This design comes from an exercise in tuning for small area and a short achievable clock period on the open sky130 flow, not from production work. Only simulation tests tie the RTL to the original design; equivalence was not proved.

==> exp/pepper: inputs <==
Design lc4_processor, start of the top module:
module lc4_processor(input wire         clk,              
                     input wire         rst,              
                     input wire         gwe,              
                     output wire [15:0] o_cur_pc,         
                     input wire [15:0]  i_cur_insn_A,     
                     input wire [15:0]  i_cur_insn_B,     
                     output wire [15:0] o_dmem_addr,      
                     input wire [15:0]  i_cur_dmem_data,  
                     output wire        o_dmem_we,        
                     output wire [15:0] o_dmem_towrite,   
                     output wire [ 1:0] test_stall_A,         
                     output wire [ 1:0] test_stall_B,         
                     output wire [15:0] test_cur_pc_A,        
                     output wire [15:0] test_cur_pc_B,
                     output wire [15:0] test_cur_insn_A,      
                     output wire [15:0] test_cur_insn_B,
                     output wire        test_regfile_we_A,    
                     output wire        test_regfile_we_B,
                     output wire [ 2:0] test_regfile_wsel_A,  
                     output wire [ 2:0] test_regfile_wsel_B,
                     output wire [15:0] test_regfile_data_A,  
                     output wire [15:0] test_regfile_data_B,
                     output wire        test_nzp_we_A,        
                     output wire        test_nzp_we_B,
                     output wire [ 2:0] test_nzp_new_bits_A,  
                     output wire [ 2:0] test_nzp_new_bits_B,
                     output wire        test_dmem_we_A,       
                     output wire        test_dmem_we_B,
                     output wire [15:0] test_dmem_addr_A,     
                     output wire [15:0] test_dmem_addr_B,
                     output wire [15:0] test_dmem_data_A,     
                     output wire [15:0] test_dmem_data_B
                     );
clock: 45.0 ns
lec_check: 0
abc_area: 1
cap_margin: 20
core_margin: 2
core_utilization: 35
slew_margin: 20
run.sh (not shown) runs the stock make flow with config.mk's settings and CLKGATE_MAP_FILE= SYNTH_SCRIPT=/design/flow/synth_recipe.tcl, a recipe that flattens the netlist after the stock synthesis.
==> exp/sierra (differences from exp/pepper) <==
--- a/flow/design.v
+++ b/flow/design.v
@@ -15,27 +15,12 @@
        if (gwe & rst) 
          state <= r;
        else if (gwe & we) 
          state <= in; 
      end
 endmodule
-module Nbit_reg_nr #(parameter n=1)
-   (input  wire [n-1:0] in,
-    output wire [n-1:0] out,
-    input  wire         clk,
-    input  wire         we,
-    input  wire         gwe
-    );
-   reg [n-1:0] state;
-   assign out = state;
-   always @(posedge clk)
-     begin
-       if (gwe & we)
-         state <= in;
-     end
-endmodule
 `timescale 1ns / 1ps
 `default_nettype none
 module lc4_divider(input  wire [15:0] i_dividend,
                    input  wire [15:0] i_divisor,
                    output wire [15:0] o_remainder,
                    output wire [15:0] o_quotient);
@@ -166,83 +151,68 @@
                input  wire [15:0] i_r2data,
                output reg  [15:0] o_result);
    wire [3:0] op  = i_insn[15:12];
    wire [2:0] sub = i_insn[5:3];
    wire [15:0] sext5  = {{11{i_insn[4]}}, i_insn[4:0]};
    wire [15:0] sext6  = {{10{i_insn[5]}}, i_insn[5:0]};
-   wire [15:0] sext7  = {{9{i_insn[6]}}, i_insn[6:0]};
    wire [15:0] sext9  = {{7{i_insn[8]}}, i_insn[8:0]};
    wire [15:0] sext11 = {{5{i_insn[10]}}, i_insn[10:0]};
-   wire [15:0] cmp_b = i_insn[8] ? (i_insn[7] ? {9'd0, i_insn[6:0]} : sext7) : i_r2data;
-   wire pcrel  = (op == 4'd0) | (op == 4'd12);
-   wire is_cmp = (op == 4'd2);
-   wire is_sub = (op == 4'd1) & ~i_insn[5] & (i_insn[4:3] == 2'd2);
+   wire pcrel   = (op == 4'd0) | (op == 4'd12);
+   wire is_sub  = (op == 4'd1) & (sub == 3'd2);
    reg  [15:0] add_b;
    always @* begin
       case (op)
-         4'd0:       add_b = sext9;
-         4'd12:      add_b = sext11;
+         4'd0:    add_b = sext9;
+         4'd12:   add_b = sext11;
          4'd6, 4'd7: add_b = sext6;
-         4'd2:       add_b = ~cmp_b;
-         default:    add_b = i_insn[5] ? sext5 : (is_sub ? ~i_r2data : i_r2data);
+         default: add_b = i_insn[5] ? sext5 : (is_sub ? ~i_r2data : i_r2data);
       endcase
    end
    wire [15:0] add_a = pcrel ? i_pc : i_r1data;
-   wire [16:0] sum   = {1'b0, add_a} + {1'b0, add_b} + {16'd0, pcrel | is_sub | is_cmp};
-   wire c_ltu = ~sum[16];
-   wire c_lt  = (~i_insn[7] & (i_r1data[15] ^ cmp_b[15])) ? i_r1data[15] : c_ltu;
-   wire c_eq  = (sum[15:0] == 16'd0);
+   wire [15:0] sum   = add_a + add_b + {15'd0, pcrel | is_sub};
+   wire [15:0] cmp_b = i_insn[8] ? (i_insn[7] ? {9'd0, i_insn[6:0]} : {{9{i_insn[6]}}, i_insn[6:0]})
+                                 : i_r2data;
+   wire        sgn   = ~i_insn[7];
+   wire [16:0] cdiff = {1'b0, i_r1data ^ {sgn, 15'd0}} - {1'b0, cmp_b ^ {sgn, 15'd0}};
+   wire        c_lt  = cdiff[16];
+   wire        c_eq  = (i_r1data == cmp_b);
    wire [15:0] cmp_res = c_lt ? 16'hFFFF : {15'd0, ~c_eq};
    wire [15:0] prod = i_r1data * i_r2data;
    wire [15:0] quo, rem;
    lc4_divider div(.i_dividend(i_r1data), .i_divisor(i_r2data),
                    .o_remainder(rem), .o_quotient(quo));
-   wire        is_sll = (i_insn[5:4] == 2'd0);
-   wire [15:0] r1_rev;
-   genvar k;
-   generate
-      for (k = 0; k < 16; k = k + 1) begin : rv
-         assign r1_rev[k] = i_r1data[15-k];
-      end
-   endgenerate
-   wire [15:0] sh_in  = is_sll ? r1_rev : i_r1data;
-   wire        sh_fill = (i_insn[5:4] == 2'd1) & i_r1data[15];
-   wire [31:0] sh_ext = {{16{sh_fill}}, sh_in} >> i_insn[3:0];
-   wire [15:0] sh_out = sh_ext[15:0];
-   wire [15:0] sh_rev;
-   generate
-      for (k = 0; k < 16; k = k + 1) begin : ro
-         assign sh_rev[k] = sh_out[15-k];
-      end
-   endgenerate
+   wire [15:0] sll = i_r1data << i_insn[3:0];
+   wire [15:0] srl = i_r1data >> i_insn[3:0];
+   wire [15:0] sra = $signed(i_r1data) >>> i_insn[3:0];
    always @* begin
       case (op)
-         4'd0:  o_result = sum[15:0];
+         4'd0:  o_result = sum;
          4'd1:  case (sub)
                    3'd1:    o_result = prod;
                    3'd3:    o_result = quo;
-                   default: o_result = sum[15:0];
+                   default: o_result = sum;
                 endcase
          4'd2:  o_result = cmp_res;
          4'd4:  o_result = i_insn[11] ? {i_pc[15], i_insn[10:0], 4'd0} : i_r1data;
          4'd5:  case (sub)
                    3'd0:    o_result = i_r1data & i_r2data;
                    3'd1:    o_result = ~i_r1data;
                    3'd2:    o_result = i_r1data | i_r2data;
                    3'd3:    o_result = i_r1data ^ i_r2data;
                    default: o_result = i_r1data & sext5;
                 endcase
-         4'd6, 4'd7: o_result = sum[15:0];
+         4'd6, 4'd7: o_result = sum;
          4'd8:  o_result = i_r1data;
          4'd9:  o_result = sext9;
          4'd10: case (i_insn[5:4])
-                   2'd0:    o_result = sh_rev;
-                   2'd3:    o_result = rem;
-                   default: o_result = sh_out;
+                   2'd0:    o_result = sll;
+                   2'd1:    o_result = sra;
+                   2'd2:    o_result = srl;
+                   default: o_result = rem;
                 endcase
-         4'd12: o_result = i_insn[11] ? sum[15:0] : i_r1data;
+         4'd12: o_result = i_insn[11] ? sum : i_r1data;
          4'd13: o_result = {i_insn[7:0], i_r1data[7:0]};
          4'd15: o_result = {8'h80, i_insn[7:0]};
          default: o_result = 16'd0;
       endcase
    end
 endmodule
@@ -608,16 +578,16 @@
     assign x_next_stall_B = ({2{(stall_3_B) & !stall_1 & !stall_2_A & !stall_2_B & !stall_3_A}} & 2'b11) | ({2{(stall_2_A | stall_2_B)}} & 2'b10) 
                             | ((!(stall_2_A | stall_2_B) & (stall_3_A | stall_1)) ? 2'b01 : d_stall_B);
     Nbit_reg #(16, 16'd0) X_insn_A (.in(x_next_insn_A), .out(execute_insn_A), .clk(clk), .we(1), .gwe(gwe), .rst(rst));
     Nbit_reg #(16, 16'd0) X_insn_B (.in(x_next_insn_B), .out(execute_insn_B), .clk(clk), .we(1), .gwe(gwe), .rst(rst));
     Nbit_reg #(16, 16'd0) X_pc_A (.in(x_next_pc_A), .out(execute_pc_A), .clk(clk), .we(1), .gwe(gwe), .rst(rst));
     Nbit_reg #(16, 16'd0) X_pc_B (.in(x_next_pc_B), .out(execute_pc_B), .clk(clk), .we(1), .gwe(gwe), .rst(rst));
-    Nbit_reg_nr #(16) X_r1data_A (.in(x_next_r1data_A), .out(x_r1data_A), .clk(clk), .we(1), .gwe(gwe));
-    Nbit_reg_nr #(16) X_r1data_B (.in(x_next_r1data_B), .out(x_r1data_B), .clk(clk), .we(1), .gwe(gwe));
-    Nbit_reg_nr #(16) X_r2data_A (.in(x_next_r2data_A), .out(x_r2data_A), .clk(clk), .we(1), .gwe(gwe));
-    Nbit_reg_nr #(16) X_r2data_B (.in(x_next_r2data_B), .out(x_r2data_B), .clk(clk), .we(1), .gwe(gwe));
+    Nbit_reg #(16, 1'd0) X_r1data_A (.in(x_next_r1data_A), .out(x_r1data_A), .clk(clk), .we(1), .gwe(gwe), .rst(rst));
+    Nbit_reg #(16, 1'd0) X_r1data_B (.in(x_next_r1data_B), .out(x_r1data_B), .clk(clk), .we(1), .gwe(gwe), .rst(rst));
+    Nbit_reg #(16, 1'd0) X_r2data_A (.in(x_next_r2data_A), .out(x_r2data_A), .clk(clk), .we(1), .gwe(gwe), .rst(rst));
+    Nbit_reg #(16, 1'd0) X_r2data_B (.in(x_next_r2data_B), .out(x_r2data_B), .clk(clk), .we(1), .gwe(gwe), .rst(rst));
     Nbit_reg #(1, 1'd0) X_regfile_we_A (.in(x_next_regfile_we_A), .out(x_regfile_we_A), .clk(clk), .we(1), .gwe(gwe), .rst(rst));
     Nbit_reg #(1, 1'd0) X_regfile_we_B (.in(x_next_regfile_we_B), .out(x_regfile_we_B), .clk(clk), .we(1), .gwe(gwe), .rst(rst));
     Nbit_reg #(1, 1'd0) X_nzp_we_A (.in(x_next_nzp_we_A), .out(x_nzp_we_A), .clk(clk), .we(1), .gwe(gwe), .rst(rst));
     Nbit_reg #(1, 1'd0) X_nzp_we_B (.in(x_next_nzp_we_B), .out(x_nzp_we_B), .clk(clk), .we(1), .gwe(gwe), .rst(rst));
     Nbit_reg #(1, 1'd0) X_ld_A (.in(d_is_load_A), .out(x_is_load_A), .clk(clk), .we(1), .gwe(gwe), .rst(rst));
     Nbit_reg #(1, 1'd0) X_ld_B (.in(d_is_load_B & !stall_1), .out(x_is_load_B), .clk(clk), .we(1), .gwe(gwe), .rst(rst));
@@ -676,14 +646,14 @@
     Nbit_reg #(16, 16'd0) M_alu_output_A (.in(x_alu_output_A), .out(m_alu_output_A), .clk(clk), .we(1), .gwe(gwe), .rst(rst));
     Nbit_reg #(16, 16'd0) M_alu_output_B (.in(next_x_alu_output_B), .out(m_alu_output_B), .clk(clk), .we(1), .gwe(gwe), .rst(rst));
     Nbit_reg #(3, 3'd0) M_wsel_A (.in(x_wsel_A), .out(m_wsel_A), .clk(clk), .we(1), .gwe(gwe), .rst(rst));
     Nbit_reg #(3, 3'd0) M_wsel_B (.in(next_x_wsel_B), .out(m_wsel_B), .clk(clk), .we(1), .gwe(gwe), .rst(rst));
     Nbit_reg #(2, 2'b10) M_stall_A (.in(x_stall_A), .out(m_stall_A), .clk(clk), .we(1), .gwe(gwe), .rst(rst));
     Nbit_reg #(2, 2'b10) M_stall_B (.in(next_x_stall_B), .out(m_stall_B), .clk(clk), .we(1), .gwe(gwe), .rst(rst));
-    Nbit_reg_nr #(16) M_r2data_A (.in(next_x_r2data_A), .out(m_r2data_A), .clk(clk), .we(1), .gwe(gwe));
-    Nbit_reg_nr #(16) M_r2data_B (.in(next_x_r2data_B), .out(m_r2data_B), .clk(clk), .we(1), .gwe(gwe));
+    Nbit_reg #(16, 16'd0) M_r2data_A (.in(next_x_r2data_A), .out(m_r2data_A), .clk(clk), .we(1), .gwe(gwe), .rst(rst));
+    Nbit_reg #(16, 16'd0) M_r2data_B (.in(next_x_r2data_B), .out(m_r2data_B), .clk(clk), .we(1), .gwe(gwe), .rst(rst));
     Nbit_reg #(3, 3'd0) M_r1sel_A (.in(x_r1sel_A), .out(m_r1sel_A), .clk(clk), .we(1), .gwe(gwe), .rst(rst));
     Nbit_reg #(3, 3'd0) M_r1sel_B (.in(x_r1sel_B), .out(m_r1sel_B), .clk(clk), .we(1), .gwe(gwe), .rst(rst));
     Nbit_reg #(3, 3'd0) M_r2sel_A (.in(x_r2sel_A), .out(m_r2sel_A), .clk(clk), .we(1), .gwe(gwe), .rst(rst));
     Nbit_reg #(3, 3'd0) M_r2sel_B (.in(x_r2sel_B), .out(m_r2sel_B), .clk(clk), .we(1), .gwe(gwe), .rst(rst));
     Nbit_reg #(1, 1'd0) M_ld_A (.in(x_is_load_A), .out(m_is_load_A), .clk(clk), .we(1), .gwe(gwe), .rst(rst));
     Nbit_reg #(1, 1'd0) M_ld_B (.in(next_x_is_load_B), .out(m_is_load_B), .clk(clk), .we(1), .gwe(gwe), .rst(rst));
@@ -705,19 +675,19 @@
     Nbit_reg #(1, 1'd0) W_nzp_we_A (.in(m_nzp_we_A), .out(w_nzp_we_A), .clk(clk), .we(1), .gwe(gwe), .rst(rst));
     Nbit_reg #(1, 1'd0) W_nzp_we_B (.in(m_nzp_we_B), .out(w_nzp_we_B), .clk(clk), .we(1), .gwe(gwe), .rst(rst));
     Nbit_reg #(3, 3'd0) W_wsel_A (.in(m_wsel_A), .out(w_wsel_A), .clk(clk), .we(1), .gwe(gwe), .rst(rst));
     Nbit_reg #(3, 3'd0) W_wsel_B (.in(m_wsel_B), .out(w_wsel_B), .clk(clk), .we(1), .gwe(gwe), .rst(rst));
     Nbit_reg #(2, 2'd10) W_stall_A (.in(m_stall_A), .out(w_stall_A), .clk(clk), .we(1), .gwe(gwe), .rst(rst));
     Nbit_reg #(2, 2'd10) W_stall_B (.in(m_stall_B), .out(w_stall_B), .clk(clk), .we(1), .gwe(gwe), .rst(rst));
-    Nbit_reg_nr #(16) W_r2data_A (.in(m_r2data_A), .out(w_r2data_A), .clk(clk), .we(1), .gwe(gwe));
-    Nbit_reg_nr #(16) W_r2data_B (.in((m_r2data_B & {16{!m_is_store_B | !within_b}}) | (m_alu_output_A & {16{m_is_store_B & within_b}})), .out(w_r2data_B), .clk(clk), .we(1), .gwe(gwe));
+    Nbit_reg #(16, 16'd0) W_r2data_A (.in(m_r2data_A), .out(w_r2data_A), .clk(clk), .we(1), .gwe(gwe), .rst(rst));
+    Nbit_reg #(16, 16'd0) W_r2data_B (.in((m_r2data_B & {16{!m_is_store_B | !within_b}}) | (m_alu_output_A & {16{m_is_store_B & within_b}})), .out(w_r2data_B), .clk(clk), .we(1), .gwe(gwe), .rst(rst));
     Nbit_reg #(1, 1'd0) W_ld_A (.in(m_is_load_A), .out(w_is_load_A), .clk(clk), .we(1), .gwe(gwe), .rst(rst));
     Nbit_reg #(1, 1'd0) W_ld_B (.in(m_is_load_B), .out(w_is_load_B), .clk(clk), .we(1), .gwe(gwe), .rst(rst));
     Nbit_reg #(1, 1'd0) W_str_A (.in(m_is_store_A), .out(w_is_store_A), .clk(clk), .we(1), .gwe(gwe), .rst(rst));
     Nbit_reg #(1, 1'd0) W_str_B (.in(m_is_store_B), .out(w_is_store_B), .clk(clk), .we(1), .gwe(gwe), .rst(rst));
-    Nbit_reg_nr #(16) W_dmem (.in(i_cur_dmem_data), .out(w_dmem_data), .clk(clk), .we(1), .gwe(gwe));
+    Nbit_reg #(16, 16'd0) W_dmem (.in(i_cur_dmem_data), .out(w_dmem_data), .clk(clk), .we(1), .gwe(gwe), .rst(rst));
     Nbit_reg #(1, 1'd0) W_pc_plus_one_A (.in(m_select_pc_plus_one_A), .out(w_select_pc_plus_one_A), .clk(clk), .we(1), .gwe(gwe), .rst(rst));
     Nbit_reg #(1, 1'd0) W_pc_plus_one_B (.in(m_select_pc_plus_one_B), .out(w_select_pc_plus_one_B), .clk(clk), .we(1), .gwe(gwe), .rst(rst));
     assign to_write_A = ((w_alu_output_A & {16{!w_select_pc_plus_one_A & !w_is_load_A}}) | 
                         ((write_pc_A + 1) & {16{w_select_pc_plus_one_A & !w_is_load_A}}) |
                         ((w_dmem_data) & {16{!w_select_pc_plus_one_A & w_is_load_A}}));
     assign to_write_B = ((w_alu_output_B & {16{!w_select_pc_plus_one_B & !w_is_load_B}}) |
==> qor summary <==
                                                                   exp/sierra  exp/pepper
Result of the run                                    timing/DRC/antenna clean  timing/DRC/antenna clean
Data required time at the worst endpoint                             45.64 ns    45.71 ns
Number of antenna violations at the first check in global routing          28          50
Placed standard-cell area                                           84680 µm²   83480 µm²
Met3 capacity usage during global routing                              11.44%      10.60%
Final WS setup                                                       20.65 ns    22.49 ns
Max stage delay cell, worst path                                      dfxtp_1      nor2_1
Area of the core region                                            221900 µm²  219100 µm²
Maximum fanout count along the critical path                               19          26
Cell area after synthesis                                           77980 µm²   76860 µm²
Count of filler cells inserted in the layout                            23920       23520
Die X-Extent                                                         476.0 µm    472.6 µm
Synthesized area divided by synthesized cell count                  6.527 µm²   6.707 µm²
Total global-route track usage                                         36.04%      35.75%
Simple-Gate Fraction of Synth Area                                     20.86%      20.85%

-- static timing again, ports no longer ideal --
No port has a modelled driver above. Below, the same layouts with a new extraction and two added sets of constraints. Step 1 assumes that a clkbuf_16 drives the clock port and a buf_2 every other input. Step 2, shift: input delay + t, output delay - t, t = (earliest + latest rising clock arrival at the registers) / 2. This alone moves slack from input paths to output paths. Slacks: no drivers / after step 1 / after step 2; pairs: no drivers / after step 1.
run | shift t [ns] | setup WS [ns] | hold slack, ns | worst register clock-pin slew, ns
exp/pepper | 0.857 | 22.487 / 22.487 / 22.487 | 0.439 / 0.439 / 0.439 | 0.07 / 0.07
exp/sierra | 0.802 | 20.651 / 20.651 / 20.651 | 0.432 / 0.432 / 0.432 | 0.08 / 0.08
After both steps every run listed still meets setup and hold.
